From an optimization exercise on the open Yosys and OpenROAD flow, aimed at small area; shortcuts taken in it are not production practice. The RTL was checked by simulation tests, not by an equivalence proof against the original design. The clock port is modelled as an ideal driver, which makes a skipped or thinned clock tree look cheaper than it is; a real chip needs a root buffer or a tree. Power figures rest on the tool's default switching activity, not on a simulated workload.

==> trial 90: inputs <==
==> flow/design.v <==
module top_level(input wire clk, input wire rst, input wire[7:0] data, input wire[3:0] address, input wire wr, output wire[3:0] ch0_audio, ch1_audio, ch2_audio);
genvar i;
reg[7:0] ch0_freq;
reg[7:0] ch0_p_vol;
reg[7:0] ch0_nduty;
reg[5:0] ch0_ctrl;
reg[7:0] ch1_freq;
reg[7:0] ch1_p_vol;
reg[7:0] ch1_nduty;
reg[4:0] ch1_ctrl;
reg[7:0] ch2_freq;
reg[7:0] ch2_sample;
reg[4:0] ch2_ctrl;
wire[7:0] wdata = {8{~rst}} & data;
wire lo = wr & ~address[3];
wire hi = wr & address[3];
always @(posedge clk)
begin
	if(rst | (lo & (address[2:0] == 3'd0))) ch0_freq <= wdata;
	if(rst | (lo & (address[2:0] == 3'd1))) ch0_p_vol <= wdata;
	if(rst | (lo & (address[2:0] == 3'd2))) ch0_nduty <= ~wdata;
	if(rst | (lo & (address[2:0] == 3'd3))) ch0_ctrl <= wdata[5:0];
	if(rst | (lo & (address[2:0] == 3'd4))) ch1_freq <= wdata;
	if(rst | (lo & (address[2:0] == 3'd5))) ch1_p_vol <= wdata;
	if(rst | (lo & (address[2:0] == 3'd6))) ch1_nduty <= ~wdata;
	if(rst | (lo & (address[2:0] == 3'd7))) ch1_ctrl <= wdata[4:0];
	if(rst | (hi & (address[1:0] == 2'd0))) ch2_freq <= wdata;
	if(rst | (hi & (address[1:0] == 2'd1))) ch2_sample <= wdata;
	if(rst | (hi & address[1])) ch2_ctrl <= wdata[4:0];
end
reg[9:0] dac_n;
wire[10:0] dac_b;
assign dac_b[0] = 1'b1;
generate for(i=0;i<10;i=i+1) begin: dac_borrow
	assign dac_b[i+1] = dac_b[i] & ~dac_n[i];
end endgenerate
always @(posedge clk)
	dac_n <= {10{rst}} | (dac_n ^ dac_b[9:0]);
reg[7:0] div0;
reg tick0;
wire div0_match = ~|(div0 ^ ch0_freq);
wire[8:0] div0_c;
assign div0_c[0] = 1'b1;
generate for(i=0;i<8;i=i+1) begin: div0_carry
	assign div0_c[i+1] = div0_c[i] & div0[i];
end endgenerate
always @(posedge clk) begin
	div0 <= {8{~(rst | div0_match)}} & (div0 ^ div0_c[7:0]);
	tick0 <= ~rst & div0_match;
end
reg[7:0] div1;
reg tick1;
wire div1_match = ~|(div1 ^ ch1_freq);
wire[8:0] div1_c;
assign div1_c[0] = 1'b1;
generate for(i=0;i<8;i=i+1) begin: div1_carry
	assign div1_c[i+1] = div1_c[i] & div1[i];
end endgenerate
always @(posedge clk) begin
	div1 <= {8{~(rst | div1_match)}} & (div1 ^ div1_c[7:0]);
	tick1 <= ~rst & div1_match;
end
reg[9:0] div2;
reg tick2;
wire div2_match = ~|(div2[9:2] ^ ch2_freq);
wire[10:0] div2_c;
assign div2_c[0] = 1'b1;
generate for(i=0;i<10;i=i+1) begin: div2_carry
	assign div2_c[i+1] = div2_c[i] & div2[i];
end endgenerate
always @(posedge clk) begin
	div2 <= {10{~(rst | div2_match)}} & (div2 ^ div2_c[9:0]);
	tick2 <= ~rst & div2_match;
end
reg[9:0] ch0_tri;
reg ch0_dir;
wire[10:0] ch0_tc;
assign ch0_tc[0] = tick0;
generate for(i=0;i<10;i=i+1) begin: ch0_toggle
	assign ch0_tc[i+1] = ch0_tc[i] & (ch0_tri[i] ^ ch0_dir);
end endgenerate
always @(posedge clk) begin
	ch0_tri <= {10{~rst}} & (ch0_tri ^ ch0_tc[9:0]);
	if(rst) ch0_dir <= 1'b0;
	else if(&ch0_tri) ch0_dir <= 1'b1;
	else if(ch0_tri == 10'd1) ch0_dir <= 1'b0;
end
reg[9:0] noise;
reg[3:0] noise_cnt;
wire noise_zero = ~|noise;
wire noise_load = tick0 & (noise_cnt == 4'd9);
wire[9:0] noise_d = {noise[2] ^ noise[5], noise[1] ^ noise[4], noise[0] ^ noise[3], noise[9:3]}
                    | {1'b0, noise_zero, 6'd0, noise_zero, 1'b0};
always @(posedge clk) begin
	noise <= {10{~rst}} & (noise ^ ({10{noise_load}} & noise_d));
	if(rst | noise_load) noise_cnt <= 4'd0;
	else if(tick0) noise_cnt <= noise_cnt + 4'd1;
end
reg[10:0] saw1;
wire[11:0] saw1_c;
assign saw1_c[0] = tick1;
generate for(i=0;i<11;i=i+1) begin: saw1_carry
	assign saw1_c[i+1] = saw1_c[i] & saw1[i];
end endgenerate
always @(posedge clk)
	saw1 <= {11{~rst}} & (saw1 ^ saw1_c[10:0]);
reg[7:0] sin_tri;
reg sin_dir;
reg[9:0] sin_acc;
wire[63:0] sin_carry_table = 64'hdfccc300fcf33020;
wire sin_carry = sin_carry_table[{sin_tri[4:0], sin_dir}];
wire[8:0] sin_tc;
assign sin_tc[0] = tick2;
generate for(i=0;i<8;i=i+1) begin: sin_toggle
	assign sin_tc[i+1] = sin_tc[i] & (sin_tri[i] ^ sin_dir);
end endgenerate
wire sin_flip = tick2 & (sin_dir ? (sin_tri[7:2] == 6'b100000 && !sin_tri[0]) : (sin_tri[7:1] == 7'b0111111));
wire[9:0] sin_add = {10{tick2}} & {{6{sin_tri[7]}}, sin_tri[7:4]};
wire[10:0] sin_cy;
assign sin_cy[0] = tick2 & sin_carry;
wire[9:0] sin_sum;
generate for(i=0;i<10;i=i+1) begin: sin_adder
	assign sin_sum[i] = sin_acc[i] ^ sin_add[i] ^ sin_cy[i];
	assign sin_cy[i+1] = (sin_acc[i] & sin_add[i]) | (sin_acc[i] & sin_cy[i]) | (sin_add[i] & sin_cy[i]);
end endgenerate
always @(posedge clk) begin
	sin_tri <= {8{~rst}} & (sin_tri ^ sin_tc[7:0]);
	sin_dir <= ~rst & (sin_dir ^ sin_flip);
	sin_acc <= {10{~rst}} & sin_sum;
end
function gt_count(input [9:0] a, input [9:0] n);
	integer k; reg g;
	begin
		g = 1'b0;
		for(k=0;k<10;k=k+1) g = (a[k] & n[k]) | (a[k] & g) | (n[k] & g);
		gt_count = g;
	end
endfunction
function gt_duty(input [7:0] t, input [7:0] nd);
	integer k; reg g;
	begin
		g = 1'b1;
		for(k=0;k<8;k=k+1) g = (t[k] & nd[k]) | (t[k] & g) | (nd[k] & g);
		gt_duty = ~g;
	end
endfunction
reg[9:0] s0;
always @(*)
	case(ch0_ctrl[5:4])
	2'b01: s0 = ch0_tri;
	2'b11: s0 = gt_duty(ch0_tri[9:2], ch0_nduty) ? {ch0_p_vol, 2'b00} : 10'd0;
	default: s0 = noise;
	endcase
wire[9:0] s1 = ch1_ctrl[4] ? saw1[10:1] : (gt_duty(saw1[10:3], ch1_nduty) ? {ch1_p_vol, 2'b00} : 10'd0);
wire[9:0] s2 = ch2_ctrl[4] ? sin_acc : {ch2_sample, 2'b00};
assign ch0_audio = ch0_ctrl[3:0] & {4{gt_count(s0, dac_n)}};
assign ch1_audio = ch1_ctrl[3:0] & {4{gt_count(s1, dac_n)}};
assign ch2_audio = ch2_ctrl[3:0] & {4{gt_count(s2, dac_n)}};
endmodule
==> flow/flow/run.sh <==
#!/bin/bash
# Layout flow: the standard ORFS flow (standard.sh) with these changes:
#  - synthesis maps logic with an area-oriented ABC script (flow/abc_area.script)
#    in place of ORFS's delay-oriented one; everything else in synthesis is
#    the standard flow's own script, so the registers are the standard synthesis's;
#  - port buffers are sky130_fd_sc_hd__buf_1;
#  - CTS builds the tree from clkbuf_8 without dummy loads.
# Each tool's full output goes to the ORFS logs under orfs/logs; make's own
# output goes to flow.log here.
set -euo pipefail
here=$(pwd)
mkdir -p "$here/myflow"
# The standard flow's synthesis script, with synth.tcl patched to use our ABC script
sed "s#source \$::env(SCRIPTS_DIR)/synth.tcl#source $here/myflow/synth.tcl#" synth_recipe.tcl > "$here/myflow/synth_recipe.tcl"
sed 's#^source \$::env(SCRIPTS_DIR)/synth_preamble.tcl#&\nset abc_args [lreplace $abc_args 1 1 $::env(AREA_ABC_SCRIPT)]#' \
  "$FLOW_HOME/scripts/synth.tcl" > "$here/myflow/synth.tcl"
grep -q AREA_ABC_SCRIPT "$here/myflow/synth.tcl"
export AREA_ABC_SCRIPT="$here/flow/abc_area.script"
bash standard.sh \
  SYNTH_SCRIPT="$here/myflow/synth_recipe.tcl" \
  AREA_ABC_SCRIPT="$AREA_ABC_SCRIPT" \
  BUFFER_PORTS_ARGS="-buffer_cell sky130_fd_sc_hd__buf_1" \
  CTS_ARGS="-sink_clustering_enable -repair_clock_nets -dont_use_dummy_load -buf_list sky130_fd_sc_hd__clkbuf_8 -sink_clustering_size 30 -sink_clustering_max_diameter 120" \
  finish > "$here/flow.log" 2>&1
==> flow/flow/abc_area.script <==
strash
dch -f
amap
strash
dch -f
amap
==> flow/standard.sh <==
#!/bin/bash
# synth_recipe.tcl (not shown) runs the flow's synth.tcl, then flattens the netlist and writes it again
# the make line also repeats each setting of config.mk as NAME=value (left out here)
make -C /OpenROAD-flow-scripts/flow DESIGN_CONFIG=/design/flow/config.mk WORK_HOME=/design/flow/orfs CLKGATE_MAP_FILE= SYNTH_SCRIPT=/design/flow/synth_recipe.tcl "${@:-finish}"
==> flow/config.mk <==
export PLATFORM = sky130hd
export DESIGN_NAME = top_level
export DESIGN_NICKNAME = top_level
export VERILOG_FILES = /design/flow/design.v
export SDC_FILE = /design/flow/constraint.sdc
export NUM_CORES = 4
export LEC_CHECK = 0
export CAP_MARGIN = 20
export CORE_MARGIN = 2
export CORE_UTILIZATION = 40
export SLEW_MARGIN = 20
==> flow/constraint.sdc <==
create_clock -name core_clock -period 10.0 [get_ports {clk}]
set_input_delay 2.0000 -clock core_clock [delete_from_list [all_inputs] [get_ports {clk}]]
set_output_delay 2.0000 -clock core_clock [all_outputs]
set_load 0.01 [all_outputs]
==> trial 42: changes against trial 90 <==
--- a/flow/design.v
+++ b/flow/design.v
@@ -117,9 +117,16 @@
 wire sin_flip = tick2 & (sin_dir ? (sin_tri[7:2] == 6'b100000 && !sin_tri[0]) : (sin_tri[7:1] == 7'b0111111));
-wire[9:0] sin_add = {10{tick2}} & {{6{sin_tri[7]}}, sin_tri[7:4]};
-wire[10:0] sin_cy;
+wire[3:0] sin_add = {4{tick2}} & sin_tri[7:4];
+wire[4:0] sin_cy;
 assign sin_cy[0] = tick2 & sin_carry;
 wire[9:0] sin_sum;
-generate for(i=0;i<10;i=i+1) begin: sin_adder
+generate for(i=0;i<4;i=i+1) begin: sin_adder
 	assign sin_sum[i] = sin_acc[i] ^ sin_add[i] ^ sin_cy[i];
 	assign sin_cy[i+1] = (sin_acc[i] & sin_add[i]) | (sin_acc[i] & sin_cy[i]) | (sin_add[i] & sin_cy[i]);
+end endgenerate
+wire sin_neg = tick2 & sin_tri[7];
+wire[6:0] sin_tg;
+assign sin_tg[0] = sin_cy[4] ^ sin_neg;
+generate for(i=0;i<6;i=i+1) begin: sin_updown
+	assign sin_sum[4+i] = sin_acc[4+i] ^ sin_tg[i];
+	assign sin_tg[i+1] = sin_tg[i] & (sin_acc[4+i] ^ sin_neg);
 end endgenerate
--- a/flow/flow/run.sh
+++ b/flow/flow/run.sh
@@ -5,4 +5,6 @@
 #    the standard flow's own script, so the registers are the standard synthesis's;
+#  - adders are left to ABC too (no ADDER_MAP_FILE), not mapped to ha/fa cells first;
 #  - port buffers are sky130_fd_sc_hd__buf_1;
-#  - CTS builds the tree from clkbuf_8 without dummy loads.
+#  - the clock tree is built by flow/clock_tree.tcl (a root clkbuf_4 driving one
+#    clkbuf_8 per group of about 17 flip-flops) in place of TritonCTS.
 # Each tool's full output goes to the ORFS logs under orfs/logs; make's own
@@ -21,4 +23,5 @@
   AREA_ABC_SCRIPT="$AREA_ABC_SCRIPT" \
+  ADDER_MAP_FILE= \
   BUFFER_PORTS_ARGS="-buffer_cell sky130_fd_sc_hd__buf_1" \
-  CTS_ARGS="-sink_clustering_enable -repair_clock_nets -dont_use_dummy_load -buf_list sky130_fd_sc_hd__clkbuf_8 -sink_clustering_size 30 -sink_clustering_max_diameter 120" \
+  PRE_CTS_TCL="$here/flow/clock_tree.tcl" \
   finish > "$here/flow.log" 2>&1
==> flow/flow/abc_area.script (replaced) <==
strash
balance
rewrite
refactor
balance
rewrite
rewrite -z
balance
refactor -z
rewrite -z
balance
dch -f
amap
strash
dch -f
amap
==> flow/flow/clock_tree.tcl (new file) <==
# Hand-built two-level clock tree: the clock port drives one root buffer, which
# drives one leaf buffer per group of flip-flops. The groups come from recursive
# bisection of the flip-flops' positions, so every leaf drives about as many.
proc ct_split {items k} {
  # items: list of {x y iterm}; returns list of k groups
  if {$k <= 1} { return [list $items] }
  set xs [lmap it $items {lindex $it 0}]
  set ys [lmap it $items {lindex $it 1}]
  set w [expr {[tcl::mathfunc::max {*}$xs] - [tcl::mathfunc::min {*}$xs]}]
  set h [expr {[tcl::mathfunc::max {*}$ys] - [tcl::mathfunc::min {*}$ys]}]
  set idx [expr {$w >= $h ? 0 : 1}]
  set sorted [lsort -real -index $idx $items]
  set k1 [expr {$k / 2}]
  set n1 [expr {int(round(double([llength $items]) * $k1 / $k))}]
  set a [lrange $sorted 0 [expr {$n1 - 1}]]
  set b [lrange $sorted $n1 end]
  return [concat [ct_split $a $k1] [ct_split $b [expr {$k - $k1}]]]
}
proc build_clock_tree {clkname nleaf rootcell leafcell} {
  set db [ord::get_db]
  set block [ord::get_db_block]
  set clknet [$block findNet $clkname]
  set items {}
  foreach it [$clknet getITerms] {
    set bb [[$it getInst] getBBox]
    lappend items [list [expr {([$bb xMin] + [$bb xMax]) / 2.0}] [expr {([$bb yMin] + [$bb yMax]) / 2.0}] $it]
  }
  set groups [ct_split $items $nleaf]
  set rootnet [odb::dbNet_create $block clknet_root]
  $rootnet setSigType CLOCK
  set sx 0; set sy 0
  set k 0
  foreach g $groups {
    set gx 0; set gy 0
    foreach it $g { set gx [expr {$gx + [lindex $it 0]}]; set gy [expr {$gy + [lindex $it 1]}] }
    set gx [expr {int($gx / [llength $g])}]; set gy [expr {int($gy / [llength $g])}]
    set sx [expr {$sx + $gx}]; set sy [expr {$sy + $gy}]
    set buf [odb::dbInst_create $block [$db findMaster $leafcell] clkleaf_$k]
    $buf setLocation $gx $gy
    $buf setPlacementStatus PLACED
    set net [odb::dbNet_create $block clknet_leaf_$k]
    $net setSigType CLOCK
    [$buf findITerm A] connect $rootnet
    [$buf findITerm X] connect $net
    foreach it $g {
      set iterm [lindex $it 2]
      $iterm disconnect
      $iterm connect $net
    }
    incr k
  }
  set root [odb::dbInst_create $block [$db findMaster $rootcell] clkroot]
  $root setLocation [expr {int($sx / $nleaf)}] [expr {int($sy / $nleaf)}]
  $root setPlacementStatus PLACED
  [$root findITerm A] connect $clknet
  [$root findITerm X] connect $rootnet
}

# Used as PRE_CTS_TCL: build the tree here, and make the CTS step's own
# clock_tree_synthesis call a no-op that only marks the clock as propagated.
# About 17 flip-flops per clkbuf_8 keeps their clock slew near 110 ps.
set ct_sinks [llength [[[ord::get_db_block] findNet clk] getITerms]]
set ct_leaves [expr {max(1, int(ceil($ct_sinks / 17.5)))}]
puts "manual clock tree: $ct_sinks sinks, $ct_leaves leaf buffers"
build_clock_tree clk $ct_leaves sky130_fd_sc_hd__clkbuf_4 sky130_fd_sc_hd__clkbuf_8
global_connect
rename clock_tree_synthesis cts_not_used
proc clock_tree_synthesis {args} {
  set_propagated_clock [all_clocks]
  puts "clock_tree_synthesis skipped: the tree was built by flow/clock_tree.tcl"
}
CAP_MARGIN = 0   (was 20)
CORE_UTILIZATION = 70   (was 40)
GPL_TIMING_DRIVEN = 0   (was unset)
PLACE_DENSITY = 0.85   (was unset)
SLEW_MARGIN = 0   (was 20)
==> build 88: changes against trial 90 <==
--- a/flow/flow/run.sh
+++ b/flow/flow/run.sh
@@ -5,2 +5,3 @@
 #    the standard flow's own script, so the registers are the standard synthesis's;
+#  - adders are left to ABC too (no ADDER_MAP_FILE), not mapped to ha/fa cells first;
 #  - port buffers are sky130_fd_sc_hd__buf_1;
@@ -21,4 +22,5 @@
   AREA_ABC_SCRIPT="$AREA_ABC_SCRIPT" \
+  ADDER_MAP_FILE= \
   BUFFER_PORTS_ARGS="-buffer_cell sky130_fd_sc_hd__buf_1" \
-  CTS_ARGS="-sink_clustering_enable -repair_clock_nets -dont_use_dummy_load -buf_list sky130_fd_sc_hd__clkbuf_8 -sink_clustering_size 30 -sink_clustering_max_diameter 120" \
+  CTS_ARGS="-sink_clustering_enable -repair_clock_nets -dont_use_dummy_load -buf_list sky130_fd_sc_hd__clkbuf_8" \
   finish > "$here/flow.log" 2>&1
==> flow/flow/abc_area.script (replaced) <==
strash
balance
rewrite
refactor
balance
rewrite
rewrite -z
balance
refactor -z
rewrite -z
balance
dch -f
amap
strash
dch -f
amap
CAP_MARGIN = 0   (was 20)
CORE_UTILIZATION = 70   (was 40)
GPL_TIMING_DRIVEN = 0   (was unset)
PLACE_DENSITY = 0.85   (was unset)
SLEW_MARGIN = 0   (was 20)
==> build 51: changes against trial 90 <==
--- a/flow/flow/run.sh
+++ b/flow/flow/run.sh
@@ -5,2 +5,3 @@
 #    the standard flow's own script, so the registers are the standard synthesis's;
+#  - adders are left to ABC too (no ADDER_MAP_FILE), not mapped to ha/fa cells first;
 #  - port buffers are sky130_fd_sc_hd__buf_1;
@@ -21,4 +22,5 @@
   AREA_ABC_SCRIPT="$AREA_ABC_SCRIPT" \
+  ADDER_MAP_FILE= \
   BUFFER_PORTS_ARGS="-buffer_cell sky130_fd_sc_hd__buf_1" \
-  CTS_ARGS="-sink_clustering_enable -repair_clock_nets -dont_use_dummy_load -buf_list sky130_fd_sc_hd__clkbuf_8 -sink_clustering_size 30 -sink_clustering_max_diameter 120" \
+  CTS_ARGS="-sink_clustering_enable -repair_clock_nets -dont_use_dummy_load -buf_list sky130_fd_sc_hd__clkbuf_8" \
   finish > "$here/flow.log" 2>&1
==> flow/flow/abc_area.script (replaced) <==
strash
balance
rewrite
refactor
balance
rewrite
rewrite -z
balance
refactor -z
rewrite -z
balance
dch -f
amap
strash
dch -f
amap
CAP_MARGIN = 0   (was 20)
GPL_TIMING_DRIVEN = 0   (was unset)
SLEW_MARGIN = 0   (was 20)
==> comparison table <==
Simple-gate share of the synthesized area: trial 90 0.1323; build 51 0.1698; trial 42 0.1526; build 88 0.1698
WP data arrival: trial 90 4.27 ns; build 51 4.84 ns; trial 42 4.83 ns; build 88 4.81 ns
First-pass iteration count of the detailed router: trial 90 5; build 51 6; trial 42 5; build 88 6
Mapped Area: trial 90 7624 µm²; build 51 7367 µm²; trial 42 7331 µm²; build 88 7367 µm²
Register share of total power: trial 90 0.636; build 51 0.633; trial 42 0.674; build 88 0.641
Min Tclk post-route: trial 90 6.272 ns; build 51 6.838 ns; trial 42 6.833 ns; build 88 6.810 ns
Outcome: trial 90 complete, no violations; build 51 complete, no violations; trial 42 complete, no violations; build 88 complete, no violations
Transition time of the tightest slew-check pin: trial 90 0.8979 ns; build 51 1.306 ns; trial 42 1.237 ns; build 88 1.316 ns
Syn_area_per_cell: trial 90 10.68 µm²; build 51 9.469 µm²; trial 42 9.620 µm²; build 88 9.469 µm²
Wire length on met2: trial 90 8159 µm; build 51 7163 µm; trial 42 7833 µm; build 88 7656 µm
Maximum operating frequency: trial 90 0.1594 GHz; build 51 0.1462 GHz; trial 42 0.1463 GHz; build 88 0.1468 GHz
Fraction of synthesized cell area in xor and xnor cells: trial 90 0.006893; build 51 0; trial 42 0; build 88 0
Via count of the routed design: trial 90 5375; build 51 5582; trial 42 5888; build 88 5992
Post-Layout Cell Count: trial 90 997; build 51 1051; trial 42 936; build 88 957
DIE AREA: trial 90 20180 µm²; build 51 19520 µm²; trial 42 11310 µm²; build 88 11360 µm²
Post-DP HPWL: trial 90 11400 µm; build 51 11060 µm; trial 42 11340 µm; build 88 11150 µm
In trial 42 the design's own scripts or RTL, not TritonCTS, make the clock network.

## port drivers added, routing unchanged
The results above use ideal ports. As a check the final layouts listed here were re-extracted and re-timed, cells and wires unchanged.
Step 1 assumes that a clkbuf_16 drives the clock port and a buf_2 every other input.
Step 2 moves the port delays by t, midway between the first and last clock arrival at a register: inputs arrive t later, outputs are due t later. That takes back most of the time a late clock gives input paths.
Three values: ideal, step 1, step 2; two values: the first two.
run | shift t [ns] | slack for setup (ns) | worst hold slack (ns) | slew at the worst register clock pin (ns)
trial 90 | 0.474 | 3.728 / 3.690 / 4.164 | 0.429 / 0.429 / 0.429 | 0.09 / 0.09
trial 42 | 0.575 | 3.167 / 3.134 / 3.709 | 0.431 / 0.431 / 0.431 | 0.11 / 0.11
build 88 | 0.476 | 3.190 / 3.152 / 3.627 | 0.427 / 0.427 / 0.427 | 0.09 / 0.09
build 51 | 0.487 | 3.162 / 3.123 / 3.610 | 0.422 / 0.422 / 0.422 | 0.10 / 0.10
After both steps every run listed still meets setup and hold.
